Background: an optimization exercise with open tools, aiming at small area and a short achievable clock period. Do not read the settings as production practice.
Function not checked in this run: the RTL went through the layout flow alone.

==> design/flow/design.v <==
module quadrature_decoder (
    input clk,
    input reset,
    input a,
    input b,
    output reg direction,
    output reg signed [31:0] position
  );
  parameter INVERT = 0;
  reg [2:0] a_delayed, b_delayed;
  wire count_enable = a_delayed[1] ^ a_delayed[2] ^ b_delayed[1] ^ b_delayed[2];
  wire count_direction = a_delayed[1] ^ b_delayed[2] ^ (INVERT != 0);
  always @ ( posedge clk, posedge reset ) begin
    if(reset)begin
      a_delayed <= 3'b000;
      b_delayed <= 3'b000;
      direction <= 1'b0;
      position <= 0;
    end else begin
      a_delayed <= {a_delayed[1:0], a};
      b_delayed <= {b_delayed[1:0], b};
      if(count_enable)begin
        direction <= count_direction;
        if(count_direction)begin
          position <= position + 1;
        end else begin
          position <= position - 1;
        end
      end
    end
  end
endmodule
module StepperPositionController (
    input clk,
    input reset,
    input write,
    input [4:0] address,
    input signed [31:0] writedata,
    input read,
    output signed [31:0] readdata,
    output step,
    output dir,
    input A,
    input B,
    input I,
    output reg enable,
    output reg [1:0] MS,
    input endswitch
  );
  parameter CLOCK_FREQ_HZ = 50_000_000;
  reg slow_clk;
  integer clk_counter;
  integer step_freq_hz;
  assign step = slow_clk;
  always @ ( posedge reset, posedge clk ) begin
    if(reset)begin
      clk_counter <= 0;
      slow_clk <= 0;
    end else begin
      if(step_freq_hz>0)begin
        if(clk_counter==0)begin
          clk_counter <= CLOCK_FREQ_HZ/step_freq_hz/2-1;
          slow_clk <= !slow_clk;
        end else begin
          clk_counter <= clk_counter - 1;
        end
      end
    end
  end
  integer setpoint, Kp, Ki, deadband, integralMax, outputMax, error, position,
      pterm, iterm, term_sum, result, pos, pos_offset, ramp_up_limit, ramp_up_threshold;
  integer result_freq;
  integer pos_prev, clk_counter_millisecond, ticks_per_millisecond;
  assign dir = result>=0;
  assign readdata = (
        (address==5'h0)?setpoint:
        (address==5'h1)?Kp:
        (address==5'h2)?Ki:
        (address==5'h3)?deadband:
        (address==5'h4)?integralMax:
        (address==5'h5)?outputMax:
        (address==5'h6)?error:
        (address==5'h7)?position:
        (address==5'h8)?pterm:
        (address==5'h9)?iterm:
        (address==5'hA)?term_sum:
        (address==5'hB)?result:
        (address==5'hC)?pos_offset:
        (address==5'hD)?endswitch:  
        (address==5'hE)?ticks_per_millisecond:
        (address==5'hF)?enable:
        (address==5'h10)?MS:
        (address==5'h11)?result_freq:
        (address==5'h12)?ramp_up_limit:
        (address==5'h13)?ramp_up_threshold:
        0
        );
  always @ ( posedge clk, posedge reset ) begin: AVALON_INTERFACE
  if(reset)begin
    setpoint<=0;
    Kp<=0;
    Ki<=0;
    deadband<=0;
    integralMax<=0;
    outputMax<=12000;
    pos_offset<=0;
    enable<=1'b1;
    MS<=2'b00;
    ramp_up_limit<=6000;
    ramp_up_threshold<=30;
  end else begin
    if(write)begin
      case (address)
        5'h0: setpoint <= writedata;
        5'h1: Kp <= writedata;
        5'h2: Ki <= writedata;
        5'h3: deadband <= writedata;
        5'h4: integralMax <= writedata;
        5'h5: outputMax <= writedata;
        5'hC: pos_offset <= pos;
        5'hF: enable <= !writedata[0];  
        5'h10: MS <= writedata[1:0];  
        5'h12: ramp_up_limit <= writedata;
        5'h13: ramp_up_threshold <= writedata;
      endcase
      end
    end
  end
  integer error_n, pterm_n, iterm_n, term_sum_n, result_n;
  always @(*) begin: PI_CONTROLLER_NEXT
      error_n = (setpoint-position);
      pterm_n = (Kp * error_n);
      iterm_n = iterm + (Ki * error_n);  
      if (iterm_n > integralMax) begin
        iterm_n = integralMax;
      end else if (iterm_n < -integralMax) begin
        iterm_n = -integralMax;
      end
      term_sum_n = pterm_n + iterm_n;
      if(term_sum_n>deadband || term_sum_n<-deadband)begin
          result_n = term_sum_n;
      end else begin
        result_n = 0;
      end
  end
  always @ ( posedge clk, posedge reset ) begin: PI_CONTROLLER
    if(reset)begin
      position <= 0;
      error <= 0;
      pterm <= 0;
      iterm <= 0;
      term_sum <= 0;
      result <= 0;
    end else begin
      position <= pos-pos_offset;
      error <= error_n;
      pterm <= pterm_n;
      iterm <= iterm_n;
      term_sum <= term_sum_n;
      result <= result_n;
    end
  end
  always @ ( posedge reset, posedge clk ) begin: RAMP_UP_CONTROL
  if( reset )begin
    step_freq_hz <= 0;
    result_freq <= 0;
  end else begin
    if(result>ramp_up_limit && ticks_per_millisecond>ramp_up_threshold)begin
      result_freq <= outputMax;
    end else if(result<-ramp_up_limit && ticks_per_millisecond<-ramp_up_threshold)begin
      result_freq <= -outputMax;
    end else begin
      if(result>ramp_up_limit)begin
        result_freq <= ramp_up_limit;
      end else if(result<-ramp_up_limit)begin
        result_freq <= -ramp_up_limit;
      end else begin
        result_freq <= result;
      end
    end
    if(endswitch)begin  
      step_freq_hz <= result_freq>=0?result_freq:-result_freq;
    end else begin
      step_freq_hz <= result_freq>=0?0:-result_freq;  
    end
  end
  end
  always @ ( posedge clk, posedge reset ) begin: TICKS_PER_MILLISECOND
    if(reset)begin
      clk_counter_millisecond <= 0;
      ticks_per_millisecond <= 0;
      pos_prev <= 0;
    end else begin
      clk_counter_millisecond <= clk_counter_millisecond+1;
      if(clk_counter_millisecond==(CLOCK_FREQ_HZ/1000-1))begin
        clk_counter_millisecond <= 0;
        ticks_per_millisecond <= (position-pos_prev);
        pos_prev <= position;
      end
    end
  end
  wire encoder_movement_direction;
  quadrature_decoder #(0) quad_counter(
     .clk(clk),
     .reset(reset),
     .a(A),
     .b(B),
     .direction(encoder_movement_direction),
     .position(pos)
   );
endmodule  
==> design/flow/run.sh <==
#!/bin/bash
# synth_recipe.tcl (not shown) runs the flow's synth.tcl, then flattens the netlist and writes it again
# the make line also repeats each setting of config.mk as NAME=value (left out here)
make -C /OpenROAD-flow-scripts/flow DESIGN_CONFIG=/design/flow/config.mk WORK_HOME=/design/flow/orfs CLKGATE_MAP_FILE= SYNTH_SCRIPT=/design/flow/synth_recipe.tcl finish
==> design/flow/config.mk <==
export PLATFORM = sky130hd
export DESIGN_NAME = StepperPositionController
export DESIGN_NICKNAME = StepperPositionController
export VERILOG_FILES = /design/flow/design.v
export SDC_FILE = /design/flow/constraint.sdc
export NUM_CORES = 4
export LEC_CHECK = 0
export CAP_MARGIN = 20
export CORE_MARGIN = 2
export CORE_UTILIZATION = 40
export SLEW_MARGIN = 20
==> design/flow/constraint.sdc <==
create_clock -name core_clock -period 100.0 [get_ports {clk}]
set_input_delay 20.0000 -clock core_clock [delete_from_list [all_inputs] [get_ports {clk}]]
set_output_delay 20.0000 -clock core_clock [all_outputs]
set_load 0.01 [all_outputs]
==> summary.txt <==
## layout make-up
cell class | instances | area (um^2) | area share [%]
Clock inverter | 38 | 473.0 | 0.4012
Sequential cell | 714 | 17890 | 15.18
Multi-Input combinational cell | 10410 | 83640 | 70.96
Inverter | 1721 | 6467 | 5.487
Clock buffer | 114 | 2366 | 2.007
Tap cell | 3589 | 4491 | 3.809
Timing Repair Buffer | 305 | 2521 | 2.139
Antenna cell | 10 | 25.02 | 0.02123
## routing by layer
layer / track usage [%] / vias up / routed length (um)
li1: - / 45410 / -
met1: 33.23 / 46800 / 152600
met2: 42.91 / 2843 / 167300
met3: 3.356 / 643 / 21620
met4: 11.09 / 2 / 18350
met5: 0 / - / 12
## how the worst min path moves through the flow
stage                     depth (start not counted)                                start                                   to  slack [ps]
after global routing                              0  quad_counter.b_delayed[0]$_DFF_PP0_  quad_counter.b_delayed[1]$_DFF_PP0_         360
final                                             0  quad_counter.b_delayed[0]$_DFF_PP0_  quad_counter.b_delayed[1]$_DFF_PP0_         350
after detailed placement                          0  quad_counter.b_delayed[0]$_DFF_PP0_  quad_counter.b_delayed[1]$_DFF_PP0_         340
after CTS                                         0  quad_counter.b_delayed[0]$_DFF_PP0_  quad_counter.b_delayed[1]$_DFF_PP0_         360
after floorplan                                   0  quad_counter.a_delayed[0]$_DFF_PP0_  quad_counter.a_delayed[1]$_DFF_PP0_         330
after global placement                            0  quad_counter.b_delayed[0]$_DFF_PP0_  quad_counter.b_delayed[1]$_DFF_PP0_         340
## logic make-up (layout without fill, tap and decap cells)
group                    count (synthesis)  in the layout  synth area share, %
AND/OR/NAND/NOR                       4195           4195                17.93
AO/OA/AOI/OAI                         2958           2958                17.87
buffers and inverters                 2296           2178                7.904
adder cells (fa/ha/maj)               2066           2066                29.42
XOR/XNOR                               776            776                6.316
flip-flops                             714            714                16.33
multiplexers                           416            416                4.224
other                                    1             11             0.003423
## cells in the mapped netlist, drive strengths merged, types with 117 or more instances
cell type	n	area share (%)
inv	1721	5.9
nand2	1642	5.6
ha	1215	14
nor2	876	3.0
fa	851	16
o21ai	701	3.2
dfrtp	695	16
a21oi	654	3.0
xnor2	569	4.5
clkbuf	471	1.6
mux2	368	3.8
a21o	276	1.9
nand3	252	1.2
nor3	250	1.2
and2	231	1.3
o21a	222	1.5
xor2	198	1.6
nor2b	183	1.0
a22oi	151	1.0
nand4	145	0.84
and3	129	0.74
or3	127	0.73
nand2b	117	0.67
## worst max-delay path: cells and delay by family (launching register included)
kind,cells,cell delay [ps]
AOI/OAI and AO/OA,213,53030
and+or+nand+nor,76,19500
adders and majority gates,32,10040
buffers and inverters,23,5250
muxes,10,3000
xor gates and xnor gates,2,890
DFF,1,380
## cell usage in the layout, fill, tap and decap left out, types with 144 or more instances in the layout
cell and instances:
buf_4 223, a21oi_1 647, o21ai_0 673, o21a_1 222, mux2_2 366, xnor2_1 547, inv_1 1717, a22oi_1 151
fa_1 850, nand4_1 144, dfrtp_1 693, a21o_1 276, nor2_1 856, ha_1 1214, nand2_1 1640, nor3_1 240
and2_1 228, xor2_1 182, nand3_1 249, nor2b_1 183
==> summary.txt <==
- Post-route core utilization: 43.16%
- Worst setup endpoint: clk_counter[19]$_DFFE_PP0N_
- Final cycle utilization of the critical path: 92.46%
- Clock period minus worst slack: a little over 90000 ps
- Starting Density: around 40%
- Antenna-violating nets left: 0
- Number of warning messages in the yosys log: 2
- Number of flip-flops and latches in the synthesized netlist: 714
- Area post-placement: 115000 um^2
- Run status: complete, no violations
- Max-slew violation total from the final report: 0
- Max-cap viol count: 0
- Chip width: 527.4 um
- Most Frequent Cell on Critical Path: a21o_1
- Finished Layout Cells: 16900
- Slowest stage cell, crit path: o41ai_1
- Post-CTS setup repair buffer count: 0
- Setup repair after global routing missed its margin: no
- Slack of the critical path: 7536 ps
- Net Count, Synth: 15530
- Final-layout worst hold slack: between 300 and 400 ps
- Residual DRC count: 0
- Area inside the core boundary: 273100 um^2
- CTS Hold Buffers Added: 0
- Global-route wire length before repair: ~560 mm
- Count of flip-flops with a built-in enable after synthesis: 0
- Pre-antenna DRT Iters: 9
- Clk sink count: 714
- Post-synthesis to final-layout area growth: 7.591%
- Sequential element share of the synthesized area: 16.33%
- Worst reg2reg path startpoint: step_freq_hz[0]$_DFF_PP0_
- Number of nets at the end of the flow: 15350
- Number of gates resized after CTS: 0
- Source-to-sink clock delay at the later pin of the worst-skew pair: roughly 700 ps
- Share of final-layout standard cells stronger than drive strength 1: under 10%
- Via/cell ratio: between 5 and 6
- Initial antenna violation count: 15
- Placed instance count: 16740
- Async set-reset flop share out of synthesis: 100.0%
- Overall fraction of global-route tracks in use: approximately 26%
- Vias in the first global route: about 94000
- Inserted Clock Buffers: between 80 and 90
- Filler Cell Count: between 20000 and 30000
- Max-slew headroom at the worst pin: 23.34%
- Worst setup EP type: flop
- Data arrival at the endpoint of the critical path: between 90000 and 100000 ps
- Floorplan die area: 278100 um^2
- # H-tree levels: 3
- Detail-routed net length per standard cell: 21.29 um
- Average size of a mapped cell: about 8 um^2
- Row Count: 192
- Post-placement worst setup slack: slightly below 9000 ps
- Reg2reg end: clk_counter[19]$_DFFE_PP0N_
- Global placement routability congestion: roughly 0.96
- Final hold violations: 0
- Sum of net half-perimeters after detailed placement: 278.0 mm
- Number of different library cells in the post-synthesis netlist: 117
- Final Routed Wirelength: 359.8 mm
- Clock tree from TritonCTS: yes
- Final std cell area, no fill: 117900 um^2
- Number of I/O port buffers: 79
- Total negative slack: 0 ps
- Clock tree buffer depth: 3
- Chip height: 527.4 um
- Worst stage delay on the critical path: 710 ps
- Beginning of the critical path: step_freq_hz[0]$_DFF_PP0_
- Startpoint type of the worst setup path: flop
- Initial drt markers: 7604
- Maximum number of pins on one net before global-route repair: 166
- Total via count in the routed design: 95700
- Slew of the pin with the lowest slew margin: 1147 ps
- Remaining global-route overflow: 0
- Clk pin slew, worst setup/hold paths: around 60 ps
- Length in cells of the worst reg-to-reg path: approximately 360
- Post-Syn Area: around 110000 um^2
- Classification of the worst setup path: reg2reg
- Most instantiated flip-flop cell in the synthesis netlist: dfrtp_1
- Hold/Removal Path Class: reg2reg
- Critical path peak fanout: 77
- Setup violation total in the final timing report: 0
- Synthesized instance count: 13420
- Worst-case clock skew: roughly 27 ps
- Root buf cell: clkbuf_16
- R2r setup slk: 7540 ps
- Maximum clock frequency: ~11 MHz
- Required time worst endpoint: 100610 ps
- Num ports: 82

==> afterwards: timing with drivers on the ports <==
No port has a modelled driver above. Below, the same layout with a new extraction and two added sets of constraints.
Step 1: set_driving_cell puts a clkbuf_16 on clk and a buf_2 on each other input, an assumption about the parent block.
Step 2 adds t to the input delays and takes it off the output delays; t is the mean of the earliest and latest rising clock arrival at the registers after step 1. Input paths then give back, and output paths get back, about the clock's delay inside the block.
a / b / c = ideal ports / drivers / drivers and shift; a / b = the first two.
t, ns: 0.740
setup slack, ns: 7.536 / 7.536 / 7.536
latest minus earliest clock arrival (ns): 0.029 / 0.028
worst register clock-pin slew, ns: 0.07 / 0.07
After both steps this run still meets setup and hold. For this run, drivers alone change the setup slack by 0.000 ns; drivers and shift together by 0.000 ns.
